From an optimization exercise on the open Yosys and OpenROAD flow, aimed at small area and a short achievable clock period; shortcuts taken in it are not production practice.
Where RTL was checked, it was by simulation tests only, not by an equivalence proof against the original.
Power figures rest on the tool's default switching activity, not on a simulated workload.

Setup of main:
// mul_pipe
module mul_pipe(
	input [15:0] numA59,
	input [15:0] numB59,
	input clk_59,
	input reset_59,
	output reg [15:0] Acc_result_59
);
For scale: roughly 580 cells after synthesis, ~120 flip-flops, roughly 50 I/O pins.
clock: 5.0 ns
lec_check: 0
cap_margin: 20
core_margin: 2
core_utilization: 60
cts_buf_list: sky130_fd_sc_hd__clkbuf_4 sky130_fd_sc_hd__clkbuf_8
cts_cluster_diameter: 60
cts_cluster_size: 30
setup_slack_margin: 3.0
slew_margin: 20
standard.sh (not shown) runs the stock make flow with config.mk's settings and CLKGATE_MAP_FILE= SYNTH_SCRIPT=/design/flow/synth_recipe.tcl, a recipe that flattens the netlist after the stock synthesis.
==> flow/flow/run.sh <==
#!/bin/bash
# Standard ORFS layout, with plain buffers (instead of the default delay-style
# buffer) on the input and output ports.
set -euo pipefail
export BUFFER_PORTS_ARGS="-buffer_cell sky130_fd_sc_hd__buf_1"
bash standard.sh synth > synth.log 2>&1
bash standard.sh > layout.log 2>&1
Edits applied to the flow inputs when going from main to the feature branch:
-- flow/design.v --
<<< main, line 235
wire s203 = t3[42] ^ t3[43];
wire c204 = t3[42] & t3[43];
wire [18:5] sl3 = {1'b0, c194, c192, c190, c188, c186, c184, c182, c180, c178, c176, c174, c172, t3[2]} + {1'b0, s195, s193, s191, s189, s187, s185, s183, s181, s179, s177, s175, s173, s171};
wire [21:18] xh3 = {c202, c200, c198, c196};
wire [21:18] yh3 = {s203, s201, s199, s197};
reg [17:10] pl4; reg cs4; reg [21:18] g4, p4; reg z4, s4; reg [4:0] e4;
always @(posedge clk_59) begin
	z4 <= z3; s4 <= s3; e4 <= e3; pl4 <= sl3[17:10]; cs4 <= sl3[18];
	g4 <= xh3 & yh3; p4 <= xh3 ^ yh3;
end
wire kg0_1 = g4[19] | (p4[19] & g4[18]);
wire kp0_1 = p4[19] & p4[18];
wire kg0_2 = g4[20] | (p4[20] & g4[19]);
wire kp0_2 = p4[20] & p4[19];
wire kg0_3 = g4[21] | (p4[21] & g4[20]);
wire kp0_3 = p4[21] & p4[20];
wire kg1_2 = kg0_2 | (kp0_2 & g4[18]);
wire kp1_2 = kp0_2 & p4[18];
wire kg1_3 = kg0_3 | (kp0_3 & kg0_1);
wire kp1_3 = kp0_3 & kp0_1;
wire hc0 = g4[18] | (p4[18] & cs4);
wire hc1 = kg0_1 | (kp0_1 & cs4);
wire hc2 = kg1_2 | (kp1_2 & cs4);
wire hc3 = kg1_3 | (kp1_3 & cs4);
wire [21:18] ph4 = {p4[21] ^ hc2, p4[20] ^ hc1, p4[19] ^ hc0, p4[18] ^ cs4};
wire [21:10] q4 = {ph4, pl4};
wire [9:0] m4 = q4[21] ? q4[20:11] : q4[19:10];
>>> the feature branch, line 235
wire s203 = t3[42] ^ t3[43];
wire c204 = t3[42] & t3[43];
wire [16:5] sl3 = {1'b0, c190, c188, c186, c184, c182, c180, c178, c176, c174, c172, t3[2]} + {1'b0, s191, s189, s187, s185, s183, s181, s179, s177, s175, s173, s171};
wire [21:16] xh3 = {c202, c200, c198, c196, c194, c192};
wire [21:16] yh3 = {s203, s201, s199, s197, s195, s193};
reg [15:10] pl4; reg cs4; reg [21:16] g4, p4; reg z4, s4; reg [4:0] e4;
always @(posedge clk_59) begin
	z4 <= z3; s4 <= s3; e4 <= e3; pl4 <= sl3[15:10]; cs4 <= sl3[16];
	g4 <= xh3 & yh3; p4 <= xh3 ^ yh3;
end
wire kg0_1 = g4[17] | (p4[17] & g4[16]);
wire kp0_1 = p4[17] & p4[16];
wire kg0_2 = g4[18] | (p4[18] & g4[17]);
wire kp0_2 = p4[18] & p4[17];
wire kg0_3 = g4[19] | (p4[19] & g4[18]);
wire kp0_3 = p4[19] & p4[18];
wire kg0_4 = g4[20] | (p4[20] & g4[19]);
wire kp0_4 = p4[20] & p4[19];
wire kg0_5 = g4[21] | (p4[21] & g4[20]);
wire kp0_5 = p4[21] & p4[20];
wire kg1_2 = kg0_2 | (kp0_2 & g4[16]);
wire kp1_2 = kp0_2 & p4[16];
wire kg1_3 = kg0_3 | (kp0_3 & kg0_1);
wire kp1_3 = kp0_3 & kp0_1;
wire kg1_4 = kg0_4 | (kp0_4 & kg0_2);
wire kp1_4 = kp0_4 & kp0_2;
wire kg1_5 = kg0_5 | (kp0_5 & kg0_3);
wire kp1_5 = kp0_5 & kp0_3;
wire kg2_4 = kg1_4 | (kp1_4 & g4[16]);
wire kp2_4 = kp1_4 & p4[16];
wire kg2_5 = kg1_5 | (kp1_5 & kg0_1);
wire kp2_5 = kp1_5 & kp0_1;
wire hc0 = g4[16] | (p4[16] & cs4);
wire hc1 = kg0_1 | (kp0_1 & cs4);
wire hc2 = kg1_2 | (kp1_2 & cs4);
wire hc3 = kg1_3 | (kp1_3 & cs4);
wire hc4 = kg2_4 | (kp2_4 & cs4);
wire hc5 = kg2_5 | (kp2_5 & cs4);
wire [21:16] ph4 = {p4[21] ^ hc4, p4[20] ^ hc3, p4[19] ^ hc2, p4[18] ^ hc1, p4[17] ^ hc0, p4[16] ^ cs4};
wire [21:10] q4 = {ph4, pl4};
wire [9:0] m4 = q4[21] ? q4[20:11] : q4[19:10];
[summary]
main vs the feature branch, launching element of the worst setup path: t3[13] vs t3[10]. Going from main to the feature branch, number of standard cells in the final layout excluding fillers saw a decrease; wire length after detailed routing saw a decrease; leakage power summed over all cells saw an increase; met1 capacity usage during global routing saw a decrease. Post-route total power went down by more than 10% going from main to the feature branch. Delta (the feature branch minus main): arithmetic-cell share of the synthesized area counting full adders, half adders and majority gates now sits at about the same level; switching power summed over all nets now sits lower; post-synthesis instance area shows no meaningful change. Slew at the pin with the worst max-slew slack sits lower in the feature branch than in main. All of the feature branch and main finish clean. [compare] base=main new=the feature branch: clock period minus worst slack went up by 0.079 ns, smallest setup slack after layout now sits lower, width of the chip closely matched the old numbers, clock power -3.2%.
Function was not checked in any run of this note: the RTL went through the layout flow alone.


Another version of the RTL of mul_pipe (not shown whole).
Size in the first run: roughly 130 flip-flops, ~50 I/O pins, about 0.0064 mm² of cells after synthesis.
Design mul_pipe, start of the top module:
module mul_pipe(
	input [15:0] numA59,
	input [15:0] numB59,
	input clk_59,
	input reset_59,
	output reg [15:0] Acc_result_59
);
wire z1 = (numA59 == 16'h0000) | (numB59 == 16'h0000);
wire s1 = numA59[15] ^ numB59[15];
wire [4:0] e1 = numA59[14:10] + numB59[14:10] + 5'd17;
wire [10:0] bb = {1'b1, numB59[9:0]};
wire [4:0] one1, two1, neg1;
genvar gi;
generate for (gi = 0; gi < 5; gi = gi + 1) begin : benc
	wire b0 = (gi == 0) ? 1'b0 : bb[2*gi-1];
	wire b1 = bb[2*gi];
	wire b2 = bb[2*gi+1];
	assign one1[gi] = b1 ^ b0;
	assign two1[gi] = (b2 & ~b1 & ~b0) | (~b2 & b1 & b0);
	assign neg1[gi] = b2 & ~(b1 & b0);
end endgenerate
reg z2, s2; reg [4:0] e2; reg [9:0] ma2; reg [4:0] one2, two2, neg2; reg b9_2;
always @(posedge clk_59) begin
	z2 <= z1; s2 <= s1; e2 <= e1; ma2 <= numA59[9:0];
	one2 <= one1; two2 <= two1; neg2 <= neg1; b9_2 <= numB59[9];
end
wire pp1 = ((one2[0] & ma2[0])) ^ neg2[0];
wire pp2 = ((one2[0] & ma2[1]) | (two2[0] & ma2[0])) ^ neg2[0];
wire pp3 = ((one2[0] & ma2[2]) | (two2[0] & ma2[1])) ^ neg2[0];
wire pp4 = ((one2[0] & ma2[3]) | (two2[0] & ma2[2])) ^ neg2[0];
wire pp5 = ((one2[0] & ma2[4]) | (two2[0] & ma2[3])) ^ neg2[0];
wire pp6 = ((one2[0] & ma2[5]) | (two2[0] & ma2[4])) ^ neg2[0];
wire pp7 = ((one2[0] & ma2[6]) | (two2[0] & ma2[5])) ^ neg2[0];
wire pp8 = ((one2[0] & ma2[7]) | (two2[0] & ma2[6])) ^ neg2[0];
wire pp9 = ((one2[0] & ma2[8]) | (two2[0] & ma2[7])) ^ neg2[0];
  ...
export LEC_CHECK = 0
export CAP_MARGIN = 20
export CORE_MARGIN = 2
export CORE_UTILIZATION = 60
export CTS_BUF_LIST = sky130_fd_sc_hd__clkbuf_4 sky130_fd_sc_hd__clkbuf_8
export CTS_CLUSTER_DIAMETER = 60
export CTS_CLUSTER_SIZE = 30
export SETUP_SLACK_MARGIN = 3.0
export SLEW_MARGIN = 20
create_clock -name core_clock -period 5.0 [get_ports {clk_59}]
run.sh (not shown) runs the stock make flow with config.mk's settings and CLKGATE_MAP_FILE= SYNTH_SCRIPT=/design/flow/synth_recipe.tcl, a recipe that flattens the netlist after the stock synthesis.
Stock flow here: none of the scripts above is used.
Edit:
--- a/flow/design.v
+++ b/flow/design.v
@@ -232,23 +232,19 @@
 wire c200 = t3[38] & t3[39];
 wire s201 = t3[40] ^ t3[41];
 wire c202 = t3[40] & t3[41];
 wire s203 = t3[42] ^ t3[43];
 wire c204 = t3[42] & t3[43];
 wire [16:5] sl3 = {1'b0, c190, c188, c186, c184, c182, c180, c178, c176, c174, c172, t3[2]} + {1'b0, s191, s189, s187, s185, s183, s181, s179, s177, s175, s173, s171};
-wire [21:16] xh3 = {c202, c200, c198, c196, c194, c192};
-wire [21:16] yh3 = {s203, s201, s199, s197, s195, s193};
-wire [21:16] h0 = xh3 + yh3;
-wire [6:0] h1c = {xh3, 1'b1} + {yh3, 1'b1};
-wire [21:16] h1 = h1c[6:1];
-reg [15:10] pl4; reg cs4; reg [21:16] h04, h14; reg z4, s4; reg [4:0] e4;
+reg [15:10] pl4; reg cs4; reg [21:16] xh4, yh4; reg z4, s4; reg [4:0] e4;
 always @(posedge clk_59) begin
 	z4 <= z3; s4 <= s3; e4 <= e3; pl4 <= sl3[15:10]; cs4 <= sl3[16];
-	h04 <= h0; h14 <= h1;
-end
-wire [21:16] ph4 = cs4 ? h14 : h04;
+	xh4 <= {c202, c200, c198, c196, c194, c192}; yh4 <= {s203, s201, s199, s197, s195, s193};
+end
+wire [6:0] ph4c = {xh4, cs4} + {yh4, cs4};
+wire [21:16] ph4 = ph4c[6:1];
 wire [21:10] q4 = {ph4, pl4};
 wire [9:0] m4 = q4[21] ? q4[20:11] : q4[19:10];
 wire [4:0] e4p = e4 + 5'd1;
 wire [4:0] x4 = q4[21] ? e4p : e4;
 always @(posedge clk_59) begin
 	Acc_result_59 <= z4 ? 16'h0000 : {s4, x4, m4};
=> Combinational power is lower by 19%; count of clock-buffer cells in the layout came out higher by 7; core utilization is lower by 0.14 points; routed wire length is lower by about 4.5%; power decreases by 12%; area after synthesis decreases by 2.7%; sequential share of layout area grows by 0.42 points; hold slack stays flat; final area drops by 1.5%; global-route usage is lower by 0.34 points; setup slack is better by 62 ps; first-iteration DRC count went down by about 34%.
No functional check of the RTL was part of the first run of this note.


mul_pipe, a different RTL version from the one above (not shown whole).
Size in the first run: roughly 130 flip-flops, roughly 50 I/O pins, roughly 6200 µm² of cells after synthesis.
Design mul_pipe, start of the top module:
module mul_pipe(
	input [15:0] numA59,
	input [15:0] numB59,
	input clk_59,
	input reset_59,
	output reg [15:0] Acc_result_59
);
==> flow/config.mk <==
export PLATFORM = sky130hd
export DESIGN_NAME = mul_pipe
export DESIGN_NICKNAME = mul_pipe
export VERILOG_FILES = /design/flow/design.v
export SDC_FILE = /design/flow/constraint.sdc
export NUM_CORES = 4
export LEC_CHECK = 0
export CAP_MARGIN = 20
export CORE_MARGIN = 2
export CORE_UTILIZATION = 40
export SETUP_SLACK_MARGIN = 3.0
export SLEW_MARGIN = 20
==> flow/constraint.sdc <==
create_clock -name core_clock -period 5.0 [get_ports {clk_59}]
set_input_delay 1.0000 -clock core_clock [delete_from_list [all_inputs] [get_ports {clk_59}]]
set_output_delay 1.0000 -clock core_clock [all_outputs]
set_load 0.01 [all_outputs]
Change:
--- a/flow/design.v
+++ b/flow/design.v
@@ -226,26 +226,23 @@
 wire c194 = (t3[30] & t3[31]) | (t3[30] & t3[32]) | (t3[31] & t3[32]);
 wire s195 = t3[33] ^ t3[34] ^ t3[35];
 wire c196 = (t3[33] & t3[34]) | (t3[33] & t3[35]) | (t3[34] & t3[35]);
 wire s197 = t3[36] ^ t3[37];
 wire c198 = t3[36] & t3[37];
 wire s199 = t3[38] ^ t3[39];
 wire c200 = t3[38] & t3[39];
 wire s201 = t3[40] ^ t3[41];
 wire c202 = t3[40] & t3[41];
 wire s203 = t3[42] ^ t3[43];
 wire c204 = t3[42] & t3[43];
-wire [16:5] sl3 = {1'b0, c190, c188, c186, c184, c182, c180, c178, c176, c174, c172, t3[2]} + {1'b0, s191, s189, s187, s185, s183, s181, s179, s177, s175, s173, s171};
-reg [15:10] pl4; reg cs4; reg [21:16] xh4, yh4; reg z4, s4; reg [4:0] e4;
-always @(posedge clk_59) begin
-	z4 <= z3; s4 <= s3; e4 <= e3; pl4 <= sl3[15:10]; cs4 <= sl3[16];
-	xh4 <= {c202, c200, c198, c196, c194, c192}; yh4 <= {s203, s201, s199, s197, s195, s193};
-end
-wire [21:16] ph4 = xh4 + yh4 + cs4;
-wire [21:10] q4 = {ph4, pl4};
+wire [22:5] sl3 = {1'b0, c202, c200, c198, c196, c194, c192, c190, c188, c186, c184, c182, c180, c178, c176, c174, c172, t3[2]} + {1'b0, s203, s201, s199, s197, s195, s193, s191, s189, s187, s185, s183, s181, s179, s177, s175, s173, s171};
+reg [21:10] q4; reg z4, s4; reg [4:0] e4;
+always @(posedge clk_59) begin
+	z4 <= z3; s4 <= s3; e4 <= e3; q4 <= sl3[21:10];
+end
 wire [9:0] m4 = q4[21] ? q4[20:11] : q4[19:10];
 wire [4:0] e4p = e4 + 5'd1;
 wire [4:0] x4 = q4[21] ? e4p : e4;
 always @(posedge clk_59) begin
 	Acc_result_59 <= z4 ? 16'h0000 : {s4, x4, m4};
 end
 endmodule
Result: Routed wire length fell by about 2.7%; final cell count is higher by about 0.6%; worst setup slack got worse by 0.13 ns; total power went up by about 3.6%; count of clock-buffer cells in the layout increases by 2; final area came out lower by about 2.6%.
No run of this note included a check of the RTL's function; only the layout flow was run.


Another version of the RTL of mul_pipe (not shown whole).
Size: roughly 560 cells after synthesis, about 6100 um2 of cells after synthesis.
## mul_pipe
module mul_pipe(
	input [15:0] numA59,
	input [15:0] numB59,
	input clk_59,
	input reset_59,
	output reg [15:0] Acc_result_59
);
wire z1 = (numA59 == 16'h0000) | (numB59 == 16'h0000);
wire s1 = numA59[15] ^ numB59[15];
wire [4:0] e1 = numA59[14:10] + numB59[14:10] + 5'd17;
wire [10:0] bb = {1'b1, numB59[9:0]};
wire [4:0] one1, two1, neg1;
genvar gi;
generate for (gi = 0; gi < 5; gi = gi + 1) begin : benc
	wire b0 = (gi == 0) ? 1'b0 : bb[2*gi-1];
	wire b1 = bb[2*gi];
	wire b2 = bb[2*gi+1];
	assign one1[gi] = b1 ^ b0;
	assign two1[gi] = (b2 & ~b1 & ~b0) | (~b2 & b1 & b0);
	assign neg1[gi] = b2;   
end endgenerate
reg z2, s2; reg [4:0] e2; reg [9:0] ma2; reg [4:0] one2, two2, neg2; reg b9_2;
always @(posedge clk_59) begin
	z2 <= z1; s2 <= s1; e2 <= e1; ma2 <= numA59[9:0];
	one2 <= one1; two2 <= two1; neg2 <= neg1; b9_2 <= numB59[9];
end
wire pp1 = ((one2[0] & ma2[0])) ^ neg2[0];
wire pp2 = ((one2[0] & ma2[1]) | (two2[0] & ma2[0])) ^ neg2[0];
wire pp3 = ((one2[0] & ma2[2]) | (two2[0] & ma2[1])) ^ neg2[0];
wire pp4 = ((one2[0] & ma2[3]) | (two2[0] & ma2[2])) ^ neg2[0];
wire pp5 = ((one2[0] & ma2[4]) | (two2[0] & ma2[3])) ^ neg2[0];
wire pp6 = ((one2[0] & ma2[5]) | (two2[0] & ma2[4])) ^ neg2[0];
wire pp7 = ((one2[0] & ma2[6]) | (two2[0] & ma2[5])) ^ neg2[0];
wire pp8 = ((one2[0] & ma2[7]) | (two2[0] & ma2[6])) ^ neg2[0];
wire pp9 = ((one2[0] & ma2[8]) | (two2[0] & ma2[7])) ^ neg2[0];
wire pp10 = ((one2[0] & ma2[9]) | (two2[0] & ma2[8])) ^ neg2[0];
wire pp11 = (one2[0] | (two2[0] & ma2[9])) ^ neg2[0];
wire pp12 = (two2[0]) ^ neg2[0];
wire pp13 = ((one2[1] & ma2[0])) ^ neg2[1];
wire pp14 = ((one2[1] & ma2[1]) | (two2[1] & ma2[0])) ^ neg2[1];
wire pp15 = ((one2[1] & ma2[2]) | (two2[1] & ma2[1])) ^ neg2[1];
wire pp16 = ((one2[1] & ma2[3]) | (two2[1] & ma2[2])) ^ neg2[1];
wire pp17 = ((one2[1] & ma2[4]) | (two2[1] & ma2[3])) ^ neg2[1];
  ...
clock: 5.0 ns
lec_check: 0
cap_margin: 20
core_margin: 2
core_utilization: 60
cts_buf_list: sky130_fd_sc_hd__clkbuf_4 sky130_fd_sc_hd__clkbuf_8
cts_cluster_diameter: 60
cts_cluster_size: 30
setup_slack_margin: 3.2
slew_margin: 20
tns_end_percent: 0
standard.sh (not shown) runs the stock make flow with config.mk's settings and CLKGATE_MAP_FILE= SYNTH_SCRIPT=/design/flow/synth_recipe.tcl, a recipe that flattens the netlist after the stock synthesis.
Scripts as last shown in full above: flow/flow/run.sh
Edit:
--- a/flow/design.v
+++ b/flow/design.v
@@ -225,39 +225,38 @@
 wire s193 = t3[30] ^ t3[31] ^ t3[32];
 wire c194 = (t3[30] & t3[31]) | (t3[30] & t3[32]) | (t3[31] & t3[32]);
 wire s195 = t3[33] ^ t3[34] ^ t3[35];
 wire c196 = (t3[33] & t3[34]) | (t3[33] & t3[35]) | (t3[34] & t3[35]);
 wire s197 = t3[36] ^ t3[37];
 wire c198 = t3[36] & t3[37];
 wire s199 = t3[38] ^ t3[39];
 wire c200 = t3[38] & t3[39];
 wire s201 = t3[40] ^ t3[41];
 wire c202 = t3[40] & t3[41];
 wire s203 = t3[42] ^ t3[43];
 wire c204 = t3[42] & t3[43];
-wire [12:5] sl3 = {1'b0, c182, c180, c178, c176, c174, c172, t3[2]} + {1'b0, s183, s181, s179, s177, s175, s173, s171};
-wire [21:12] xh3 = {c202, c200, c198, c196, c194, c192, c190, c188, c186, c184};
-wire [21:12] yh3 = {s203, s201, s199, s197, s195, s193, s191, s189, s187, s185};
-wire [21:12] h3 = xh3 + yh3;
-reg [11:10] pl4; reg cs4; reg [21:12] h4; reg z4, s4; reg [4:0] e4;
-always @(posedge clk_59) begin
-	z4 <= z3; s4 <= s3; e4 <= e3; pl4 <= sl3[11:10]; cs4 <= sl3[12];
+wire [13:5] sl3 = {1'b0, c184, c182, c180, c178, c176, c174, c172, t3[2]} + {1'b0, s185, s183, s181, s179, s177, s175, s173, s171};
+wire [21:13] xh3 = {c202, c200, c198, c196, c194, c192, c190, c188, c186};
+wire [21:13] yh3 = {s203, s201, s199, s197, s195, s193, s191, s189, s187};
+wire [21:13] h3 = xh3 + yh3;
+reg [12:10] pl4; reg cs4; reg [21:13] h4; reg z4, s4; reg [4:0] e4;
+always @(posedge clk_59) begin
+	z4 <= z3; s4 <= s3; e4 <= e3; pl4 <= sl3[12:10]; cs4 <= sl3[13];
 	h4 <= h3;
 end
-wire io1 = h4[12];
-wire io2 = h4[12] & h4[13];
-wire io3 = h4[12] & h4[13] & h4[14];
-wire io4 = h4[12] & h4[13] & h4[14] & h4[15];
-wire io5 = h4[12] & h4[13] & h4[14] & h4[15] & h4[16];
-wire io6 = h4[12] & h4[13] & h4[14] & h4[15] & h4[16] & h4[17];
-wire io7 = h4[12] & h4[13] & h4[14] & h4[15] & h4[16] & h4[17] & h4[18];
-wire io8 = h4[12] & h4[13] & h4[14] & h4[15] & h4[16] & h4[17] & h4[18] & h4[19];
-wire io9 = h4[12] & h4[13] & h4[14] & h4[15] & h4[16] & h4[17] & h4[18] & h4[19] & h4[20];
-wire [21:12] ph4 = {h4[21] ^ (cs4 & io9), h4[20] ^ (cs4 & io8), h4[19] ^ (cs4 & io7), h4[18] ^ (cs4 & io6), h4[17] ^ (cs4 & io5), h4[16] ^ (cs4 & io4), h4[15] ^ (cs4 & io3), h4[14] ^ (cs4 & io2), h4[13] ^ (cs4 & io1), h4[12] ^ cs4};
+wire io1 = h4[13];
+wire io2 = h4[13] & h4[14];
+wire io3 = h4[13] & h4[14] & h4[15];
+wire io4 = h4[13] & h4[14] & h4[15] & h4[16];
+wire io5 = h4[13] & h4[14] & h4[15] & h4[16] & h4[17];
+wire io6 = h4[13] & h4[14] & h4[15] & h4[16] & h4[17] & h4[18];
+wire io7 = h4[13] & h4[14] & h4[15] & h4[16] & h4[17] & h4[18] & h4[19];
+wire io8 = h4[13] & h4[14] & h4[15] & h4[16] & h4[17] & h4[18] & h4[19] & h4[20];
+wire [21:13] ph4 = {h4[21] ^ (cs4 & io8), h4[20] ^ (cs4 & io7), h4[19] ^ (cs4 & io6), h4[18] ^ (cs4 & io5), h4[17] ^ (cs4 & io4), h4[16] ^ (cs4 & io3), h4[15] ^ (cs4 & io2), h4[14] ^ (cs4 & io1), h4[13] ^ cs4};
 wire [21:10] q4 = {ph4, pl4};
 wire [9:0] m4 = q4[21] ? q4[20:11] : q4[19:10];
 wire [4:0] e4p = e4 + 5'd1;
 wire [4:0] x4 = q4[21] ? e4p : e4;
 always @(posedge clk_59) begin
 	Acc_result_59 <= z4 ? 16'h0000 : {s4, x4, m4};
 end
 endmodule
Outcome:
- The new run passed the timing, design-rule and antenna checks
- total power is lower by 2.5%
- die area goes up by 2.1%
- non-clock buffer count drops by 3
- synthesized area is higher by 2.2%
- cell count stays flat
- register-to-register slack is better by 0.05 ns
- sequential share of layout area fell by 0.55 points
- sequential power stays flat
- routed wire length came out higher by 3.9%
- cell area increases by 1.3%
- setup slack is better by 0.049 ns
- first-iteration DRC count rises by 26%
No functional check of the RTL was part of any run of this note.

==> static timing again, ports no longer ideal <==
The flow's constraints put no driver on any port. The routed layouts listed below were extracted and timed again, unchanged, in two steps. Step 1: set_driving_cell puts a clkbuf_16 on clk_59 and a buf_2 on each other input, an assumption about the parent block. Step 2, shift: input delay + t, output delay - t, t = (earliest + latest rising clock arrival at the registers) / 2. This alone moves slack from input paths to output paths. Slacks: ideal / step 1 / step 2; pairs: ideal / step 1.
run	t (ns)	setup WS [ns]	worst slew at a driven data input, ns
main	0.472	2.866 / 2.866 / 2.739	0.03
the feature branch	0.468	2.787 / 2.787 / 2.731	0.03
the first run of note 2	0.469	2.897 / 2.897 / 2.632	0.03
the second run of note 2	0.467	2.959 / 2.959 / 2.550	0.04
the first run of note 3	0.451	2.742 / 2.742 / 2.588	0.04
the second run of note 3	0.448	2.612 / 2.612 / 2.605	0.04
the first run of note 4	0.453	2.811 / 2.811 / 2.790	0.03
the second run of note 4	0.470	2.860 / 2.860 / 2.713	0.03
After both steps every run listed still meets setup and hold. The setup slack of the second run of note 2, which loses most, moves by 0.000 ns with the drivers and by -0.409 ns with both steps.
